From an optimization exercise on the open Yosys and OpenROAD flow, aimed at small area, a short achievable clock period and few clock cycles per item; shortcuts taken in it are not production practice.
Only simulation tests tie the RTL to the original design; equivalence was not proved.

## flow/design.v (module list and top-level ports; edited modules follow where they fit)
// module fa: 4 lines
// module ha: 4 lines
// module reciprocal: 38 lines
// module imc: 1300 lines
module imc
  #(parameter INPUT_W = 16,
    parameter OUTPUT_W = 16)
(
    input  logic                   clk,
    input  logic                   rst_n,
    input  logic                   start,
    input  logic [INPUT_W-1:0]     aIn,
    input  logic [INPUT_W-1:0]     bIn,
    input  logic [INPUT_W-1:0]     cIn,
    input  logic [INPUT_W-1:0]     dIn,
    output logic                   ready,
    output logic [OUTPUT_W-1:0]    aOut,
    output logic [OUTPUT_W-1:0]    bOut,
    output logic [OUTPUT_W-1:0]    cOut,
    output logic [OUTPUT_W-1:0]    dOut,
    output logic                   aOut_sign,
    output logic                   bOut_sign,
    output logic                   cOut_sign,
    output logic                   dOut_sign
);
  // ...
==> flow/flow/run.sh <==
#!/bin/bash
# The standard layout (the standard.sh, all ORFS steps from synthesis
# to finish), except that buffer_ports puts a buf_2 on every input and
# output port instead of the cell it picks on its own (a slow delay cell,
# clkdlybuf4s50_1). Timing repair still resizes port buffers as it needs.
# make's output goes to flow_make.log; ORFS keeps each step's log under
# orfs/logs.
set -euo pipefail
bash standard.sh "BUFFER_PORTS_ARGS=-buffer_cell sky130_fd_sc_hd__buf_2" finish > flow_make.log 2>&1
==> flow/standard.sh <==
#!/bin/bash
# synth_recipe.tcl (not shown) runs the flow's synth.tcl, then flattens the netlist and writes it again
# the make line also repeats each setting of config.mk as NAME=value (left out here)
make -C /OpenROAD-flow-scripts/flow DESIGN_CONFIG=/design/flow/config.mk WORK_HOME=/design/flow/orfs CLKGATE_MAP_FILE= SYNTH_SCRIPT=/design/flow/synth_recipe.tcl "${@:-finish}"
==> flow/config.mk <==
export PLATFORM = sky130hd
export DESIGN_NAME = imc
export DESIGN_NICKNAME = imc
export VERILOG_FILES = /design/flow/design.v
export SDC_FILE = /design/flow/constraint.sdc
export NUM_CORES = 4
export LEC_CHECK = 0
export CAP_MARGIN = 20
export CORE_MARGIN = 2
export CORE_UTILIZATION = 60
export SETUP_SLACK_MARGIN = 3
export SLEW_MARGIN = 20
export SYNTH_HIERARCHICAL = 1
==> flow/constraint.sdc <==
create_clock -name core_clock -period 11.0 [get_ports {clk}]
set_input_delay 2.2000 -clock core_clock [delete_from_list [all_inputs] [get_ports {clk}]]
set_output_delay 2.2000 -clock core_clock [all_outputs]
set_load 0.01 [all_outputs]
==> reports/results.tsv, run 1 <==
metric	value	unit
period_needed	7850	ps
ys_top_cells_by_area	fa_1 (52%), nand2_1 (12%), ha_1 (7.0%)	
critPathLaunch	aIn[9]	
synth_fa_ha_area_share	58.8	%
avgViaCountPerCell	6.08	
routedLengthMet1	22.9	mm
period_share	71.3	%
grt-ovfl-total	0	
postCtsSetupRepairBufs	0	
crit_top_cell	fa_1	
worstMarginPinSlew	994	ps
clockRootBuffer	clkbuf_16	
critPathMaxStageDelay	620	ps
seq_share	5.89	%
buffer_area_share	4.45	%
first_iter_violations	1422	
synthXorXnorAreaFrac	3.19	%
drive_above_1_share	8.22	%
run_status	complete, no violations	
holdBufCountCts	0	
avgRoutedWirePerCell	21.8	µm
antenna_found_initial	0	
Testbench counts, summed over its fixed seeds: cycles 3,200, items 3,200.
==> run 2: changes to the inputs <==
--- a/flow/design.v
+++ b/flow/design.v
@@ -1057,17 +1057,23 @@
   assign nB = -bIn;
   assign nC = -cIn;
   assign nD = -aIn;
   logic [16:0] dxv, dyv, diff;
   logic        det_sign;
   assign dxv      = {1'b1, dx[15], dx[14], dx[13], dx[12], dx[11], dx[10], dx[9], dx[8], dx[7], dx[6], dx[5], dx[4], dx[3], dx[2], dx[1], dx[0]};
   assign dyv      = {dy[16], dy[15], dy[14], dy[13], dy[12], dy[11], dy[10], dy[9], dy[8], dy[7], dy[6], dy[5], dy[4], dy[3], dy[2], dy[1], ~dy[0]};
   assign diff     = dxv + dyv + {16'd0, cp};
-  assign det_sign = diff[16];
+  logic        c4, ghi, phi;
+  logic [12:0] shi;
+  assign c4       = diff[4] ^ dxv[4] ^ dyv[4];
+  assign shi      = {1'b0, dxv[15:4]} + {1'b0, dyv[15:4]};
+  assign ghi      = shi[12];
+  assign phi      = &(dxv[15:4] | dyv[15:4]);
+  assign det_sign = dxv[16] ^ dyv[16] ^ (ghi | (phi & c4));
   logic [16:4] dvw, yvw, pw;
   logic        up0, up1;
   assign dvw = dxv[16:4];
   assign yvw = dyv[16:4];
   assign pw  = dvw ^ yvw;
   assign up0 = (pw[16:5] == (dvw[15:4] | yvw[15:4]));
   assign up1 = (~pw[16:5] == (dvw[15:4] & yvw[15:4]));
   logic        ready_r;
==> run 2 against run 1 <==
Against the previous run:
- non-clock buffer count grew 9
- critical path type unchanged
- design area is essentially flat
- sequential share of layout area is essentially flat
- via count is 1.8% lower
- sequential cell count did not move
- fmax rose by 0.11%
- first-iteration DRC count is 11% lower
- utilization grew 0.33 points
==> reports/results.tsv, run 2 <==
metric	value	unit	change
run_status	complete, no violations		
drv_cap	0		
ys.flop_type	edfxtp_1		
finalWirelength	56.7	mm	
path_cells	buf_4, nand2_1, fa_1, fa_1, fa_1, fa_1, inv_1, fa_1, fa_1, inv_1, fa_1, fa_1, ha_1, inv_1, fa_1, inv_1, a311oi_1, o31ai_1, a41oi_1, o21ai_1, xnor2_1		
post-place-cells	2702		
clockRootBuffer	clkbuf_16		
antenna_found_initial	0		unchanged
grt_max_degree	45		
finalSetupViolCount	0		
fin_nets	3005		
ys_seq_elements	45		
avgSynthCellArea	9.62	µm²	
cp_slowest_cell	fa_1		
syn_to_final_growth	6.59	%	
crit_family	adder cells		
drc_errors	0		
critPathMaxStageDelay	550	ps	-70 ps
yosysSeqAreaShare	6.28	%	
ys_top_cells_by_area	fa_1 (52%), nand2_1 (12%), ha_1 (7.1%)		
core-area	35400	µm²	
critPathBufInv	5		
yosysMostFrequentCell	nand2_1		
initial_core_util	60.6	%	
avgRoutedWirePerCell	20.8	µm	-4.5%
crit_arrival	7870	ps	
use_met1	46.4	%	
met2_usage	50.8	%	
holdBufCountCts	0		unchanged
fmax	128	MHz	
die_x	193	µm	
grt.busiest_layer	met2		
ys_warn_count	8		
ant_nets	0		
grt_pass1_vias	17000		
tns	0	ps	
synth_edf_count	44		
grt_usage	31.5	%	
clk_pin_slew	70	ps	
synth_top_area_share	52.3	%	
dp_hpwl	42.9	mm	
rsz0062_at_grt	no		
numCtsBuffers	5		
grt_pass1_wl	91.0	mm	
period_needed	7840	ps	-8.85 ps
ios	136		
crit_top_cell	fa_1		
syn_area	21400	µm²	
syn_inst	2230		
cts_tree	yes		
cts_max_path_buffers	2		
fin_util	64.6	%	
placed_area	22200	µm²	
end_kind	flip-flop		
yosys.area.top_type	fa_1		
rows	69		
io_buffers	135		
drive_above_1_share	8.90	%	+0.68 points
layout_common_cells	nand2_1 (683), fa_1 (556), inv_1 (148), ha_1 (121), buf_2 (73)		
grt-ovfl-total	0		unchanged
critPathKind	in2reg		
crit_path_start_kind	input pin		
postSynth.asyncResetShare	2.22	%	
n_antenna_cell	0		
cp_max_fo	17		
first_iter_violations	1261		-11%
grt_use_met3	3.40	%	
die_h	193	µm	
synth_commonest_cells	nand2_1 (683), fa_1 (560), inv_1 (148), clkbuf_1 (121), ha_1 (121)		
avgViaCountPerCell	6.01		-1.2%
hold_viol	0		
slew_viol_final	0		
dr.pass1.iters	6		
h-tree-depth	2		
clock_sinks	45		
final_common_cell	nand2_1		
synth_cell_types	67		
worstMarginPinSlew	966	ps	-28.0 ps
slew_headroom	35.6	%	
final_area	22900	µm²	
cp.required	11030	ps	
die_area	37300	µm²	
vias	16300		
period_share	71.2	%	-0.080 points
gp_congestion	0.897		
fin_cells	2719		
hold_path.class	in2async		
[run 2: changes by cell type after synthesis, moves of 11 or more]
cell     change
nor2_1      +17
nor2b_1     +11
a21oi_1     -22
a21o_1      -11
o21ai_0     +12
and3_1      -22
a22oi_1     -11
[run 2: modules after synthesis, one instance, submodules excluded]
module | cells inside | flip-flops and latches
fa | 1 | 0
ha | 1 | 0
reciprocal | 55 | 0
imc | 1612 | 45
[run 2: stage by stage]
stage	hold slack (ps)	setup slack (ps)
floorplan	1900	3000
global placement	1970	2630
detailed placement	1980	2460
CTS	1670	3010
global route	1670	2990
finish	1670	3160
[run 2: path summary, 6_finish.rpt]
kind | start | to | slack [ps] | cells past startpoint
max | bIn[4] | dsign_r | 3160 | 21
min | rst_n | ready_r | 1670 | 1
max in group asynchronous | rst_n | ready_r | 9240 | 1
min in group core_clock | dIn[15] | sA_r | 2240 | 1
[run 2: cell type report]
type                            count  area (µm²)
Clock inverter                      3        43.8
Timing Repair Buffer              154        1180
Sequential cell                    45        1350
Clock buffer                        5         125
Tap cell                          461         577
Fill cell                        2898       12500
Inverter                          149         562
Multi-Input combinational cell   1902       19000
[run 2: per-layer routing]
| layer | part of all wire [%] | routed length, µm |
|---|---|---|
| met5 | 0 | 0 |
| met2 | 49 | 27500 |
| met1 | 43 | 24300 |
| met3 | 6.9 | 3910 |
| met4 | 1.7 | 968 |
[run 2: cells by family (layout without fill, tap and decap cells)]
family | Yosys count | count (layout) | share of synthesized area (%)
flops | 45 | 45 | 6.28
buf+inv | 337 | 311 | 6.23
fa+ha+maj | 681 | 681 | 59.3
other cells | 1 | 55 | 0.0175
mux | 7 | 7 | 0.333
xor+xnor | 84 | 84 | 3.47
simple gates | 830 | 830 | 16.3
compound gates | 245 | 245 | 8.09
[run 2: timing repair]
| item | in CTS | in global routing |
|---|---|---|
| pin swaps | 0 | 1 |
| gates resized for setup | 43 | 107 |
| setup buffers | 1 | 8 |
| endpoints found under the setup margin | 6 | 9 |
Testbench counts of run 2, summed over its fixed seeds: cycles 3,200, items 3,200.
==> run 3: changes to the inputs <==
==> flow/flow/run.sh (replaced) <==
#!/bin/bash
# The standard layout (the standard.sh, all ORFS steps from synthesis
# to finish), except that buffer_ports puts a buf_1 on every input and
# output port instead of the cell it picks on its own (a slow delay cell,
# clkdlybuf4s50_1). Timing repair still resizes port buffers as it needs.
# make's output goes to flow_make.log; ORFS keeps each step's log under
# orfs/logs.
set -euo pipefail
bash standard.sh "BUFFER_PORTS_ARGS=-buffer_cell sky130_fd_sc_hd__buf_1" finish > flow_make.log 2>&1
==> run 3 against run 2 <==
Against the previous run:
- still clean
- worst setup slack lost 75 ps
- routed wire length rose by 0.14%
- cell count increased by 1.2%
- sequential share of layout area is essentially flat
- non-clock buffer count is 32 higher
- sequential cell count stayed put
- via count is 0.76% higher
- worst hold slack lost 11 ps
- design area decreased by 0.31%
- critical endpoint unchanged
==> reports/results.tsv, run 3 <==
metric	value	unit	change
path_cells	buf_4, nand2_1, fa_1, fa_1, fa_1, fa_1, fa_1, fa_2, inv_1, ha_1, nand4_1, nor2_1, a21oi_1, o21ai_1, fa_2, fa_2, a21o_1, a21oi_2, xnor2_2, xnor2_1, o21ai_0, xnor2_1		
dp_hpwl	42.4	mm	-1.1%
clockRootBuffer	clkbuf_16		
crit_arrival	7960	ps	+90 ps
ys_warn_count	8		unchanged
critPathLaunch	aIn[2]		
cp_slowest_cell	fa_2		
gp_congestion	0.898		+0.18%
crit_path_start_kind	input pin		
n_antenna_cell	0		unchanged
die_area	37300	µm²	unchanged
dr.pass1.iters	6		unchanged
antenna_found_initial	0		unchanged
layout_common_cells	nand2_1 (683), fa_1 (557), inv_1 (148), ha_1 (121), buf_1 (99)		
hold_viol	0		unchanged
fin_util	64.4	%	-0.20 points
finalSetupViolCount	0		unchanged
initial_core_util	60.6	%	unchanged
endpoint	dsign_r		
io_buffers	135		unchanged
fmax	126	MHz	-0.95%
yosysMostFrequentCell	nand2_1		
fin_cells	2751		+1.2%
slew_viol_final	0		unchanged
ys_top_cells_by_area	fa_1 (52%), nand2_1 (12%), ha_1 (7.1%)		
final_common_cell	nand2_1		
holdBufCountCts	0		unchanged
post-place-cells	2731		+1.1%
finalWirelength	56.7	mm	+0.14%
fin_nets	3037		+1.1%
postSynth.asyncResetShare	2.22	%	unchanged
yosys.area.top_type	fa_1		
grt-ovfl-total	0		unchanged
worstMarginPinSlew	987	ps	+20.4 ps
yosysSeqAreaShare	6.28	%	unchanged
grt_pass1_wl	90.6	mm	-0.36%
period_share	71.9	%	+0.68 points
drv_cap	0		unchanged
first_iter_violations	1123		-11%
h-tree-depth	2		unchanged
ys_seq_elements	45		unchanged
avgSynthCellArea	9.62	µm²	unchanged
run_status	complete, no violations		
slew_headroom	34.2	%	-1.4 points
drive_above_1_share	5.76	%	-3.1 points
synth_cell_types	67		unchanged
syn_to_final_growth	6.25	%	
grt_usage	31.3	%	-0.15 points
crit_top_cell	fa_1		
vias	16500		+0.76%
period_needed	7910	ps	+74.9 ps
synth_commonest_cells	nand2_1 (683), fa_1 (560), inv_1 (148), clkbuf_1 (121), ha_1 (121)		
grt_pass1_vias	17300		+1.4%
cp.required	11050	ps	+20 ps
avgRoutedWirePerCell	20.6	µm	-1.0%
rsz0062_at_grt	yes		
syn_inst	2230		unchanged
ios	136		unchanged
synth_edf_count	44		unchanged
critPathKind	in2reg		
end_kind	flip-flop		
die_x	193	µm	unchanged
syn_area	21400	µm²	unchanged
hold_path.class	in2async		
tns	0	ps	unchanged
clk_pin_slew	70	ps	about the same
rows	69		unchanged
core-area	35400	µm²	unchanged
die_h	193	µm	unchanged
grt_max_degree	45		unchanged
synth_top_area_share	52.3	%	unchanged
cp_max_fo	17		unchanged
numCtsBuffers	5		unchanged
avgViaCountPerCell	5.99		-0.41%
cts_tree	yes		
cts_max_path_buffers	2		unchanged
clock_sinks	45		unchanged
drc_errors	0		unchanged
ys.flop_type	edfxtp_1		
ant_nets	0		unchanged
critPathMaxStageDelay	560	ps	about the same
-- run 3: cell counts after synthesis --
No cell type changed its count.
-- run 3: per-layer routing --
| layer | global-route usage (%) | vias to the layer above | routed length [µm] |
|---|---|---|---|
| met5 | 0 | - | 0 |
| met4 | 9.94 | 0 | 1590 |
| met3 | 2.50 | 115 | 3690 |
| met2 | 53.0 | 734 | 28600 |
| met1 | 43.4 | 8513 | 22900 |
| li1 | - | 7103 | - |
-- run 3: logic make-up after synthesis --
kind of cell / share of synthesized area [%]
xor gates and xnor gates: 3.47
adders and majority gates: 59.3
muxes: 0.333
buffers and inverters: 6.23
and+or+nand+nor: 16.3
DFF: 6.28
AOI/OAI and AO/OA: 8.09
other: 0.0175
-- run 3: worst max-delay path: cells and delay by family --
| kind | cells | cell delay [ps] |
|---|---|---|
| buffers and inverters | 2 | 330 |
| adder cells (fa/ha/maj) | 9 | 3870 |
| AND/OR/NAND/NOR | 3 | 260 |
| AO/OA/AOI/OAI | 5 | 820 |
| XOR/XNOR | 3 | 460 |
-- run 3: repair_timing --
action | in CTS | in global routing
cloned | 0 | 0
gates resized for setup | 144 | 50
setup buffers | 3 | 9
pin swaps | 0 | 1
endpoints found under the hold margin | 0 | 0
setup endpoints to repair | 4 | 14
-- run 3: cell type report --
| type | instances | area [µm²] |
|---|---|---|
| Clock buffer | 5 | 125 |
| Fill cell | 3042 | 12600 |
| Tap cell | 461 | 577 |
| Clock inverter | 3 | 68.8 |
| Inverter | 149 | 562 |
| Timing Repair Buffer | 186 | 1080 |
| Sequential cell | 45 | 1350 |
| Multi-Input combinational cell | 1902 | 19000 |
-- run 3: worst min-delay path by stage --
stage / slack, ps / from / cells past startpoint / to
CTS: 1660 / rst_n / 1 / ready_r
global placement: 1960 / rst_n / 1 / ready_r
finish: 1660 / rst_n / 1 / ready_r
detailed placement: 1970 / rst_n / 1 / ready_r
floorplan: 1900 / rst_n / 0 / ready_r
global route: 1660 / rst_n / 1 / ready_r
-- run 3: stage by stage --
| step | instance area (µm²) | hold WS (ps) | setup slack (ps) |
|---|---|---|---|
| after floorplan | 21700 | 1900 | 3000 |
| after global placement | 22300 | 1960 | 2030 |
| after detailed placement | 22300 | 1970 | 1980 |
| after CTS | 22700 | 1660 | 3000 |
| after global routing | 22800 | 1660 | 2930 |
| final | 22800 | 1660 | 3090 |
-- run 3: per-module statistics from Yosys, one instance, submodules excluded --
module      flip-flops and latches  copies in the design  cell area (µm²)
imc                             45                     1             9870
reciprocal                       0                     1              418
fa                               0                   548             20.0
ha                               0                    15             12.5

## separate check: timing with driven ports
Ports are ideal in the flow. The routed layouts listed here were re-timed in OpenROAD.
Step 1 (the two cells are an assumption about what drives the block):
set clk [get_ports {clk}]
set_driving_cell -lib_cell sky130_fd_sc_hd__clkbuf_16 $clk
set_driving_cell -lib_cell sky130_fd_sc_hd__buf_2 [delete_from_list [all_inputs] $clk]
Step 2, shift: input delay + t, output delay - t, t = (earliest + latest rising clock arrival at the registers) / 2. This alone moves slack from input paths to output paths.
Three values: ideal, step 1, step 2; two values: the first two.
| run | t, ns | setup WS [ns] | worst register clock-pin slew, ns |
|---|---|---|---|
| run 1 | 0.336 | 3.154 / 3.179 / 2.843 | 0.07 / 0.07 |
| run 2 | 0.316 | 3.163 / 3.167 / 2.851 | 0.07 / 0.07 |
| run 3 | 0.329 | 3.088 / 3.098 / 2.770 | 0.07 / 0.07 |
After both steps every run listed still meets setup and hold. For run 3, which loses most, drivers alone change the setup slack by +0.010 ns; drivers and shift together by -0.318 ns.
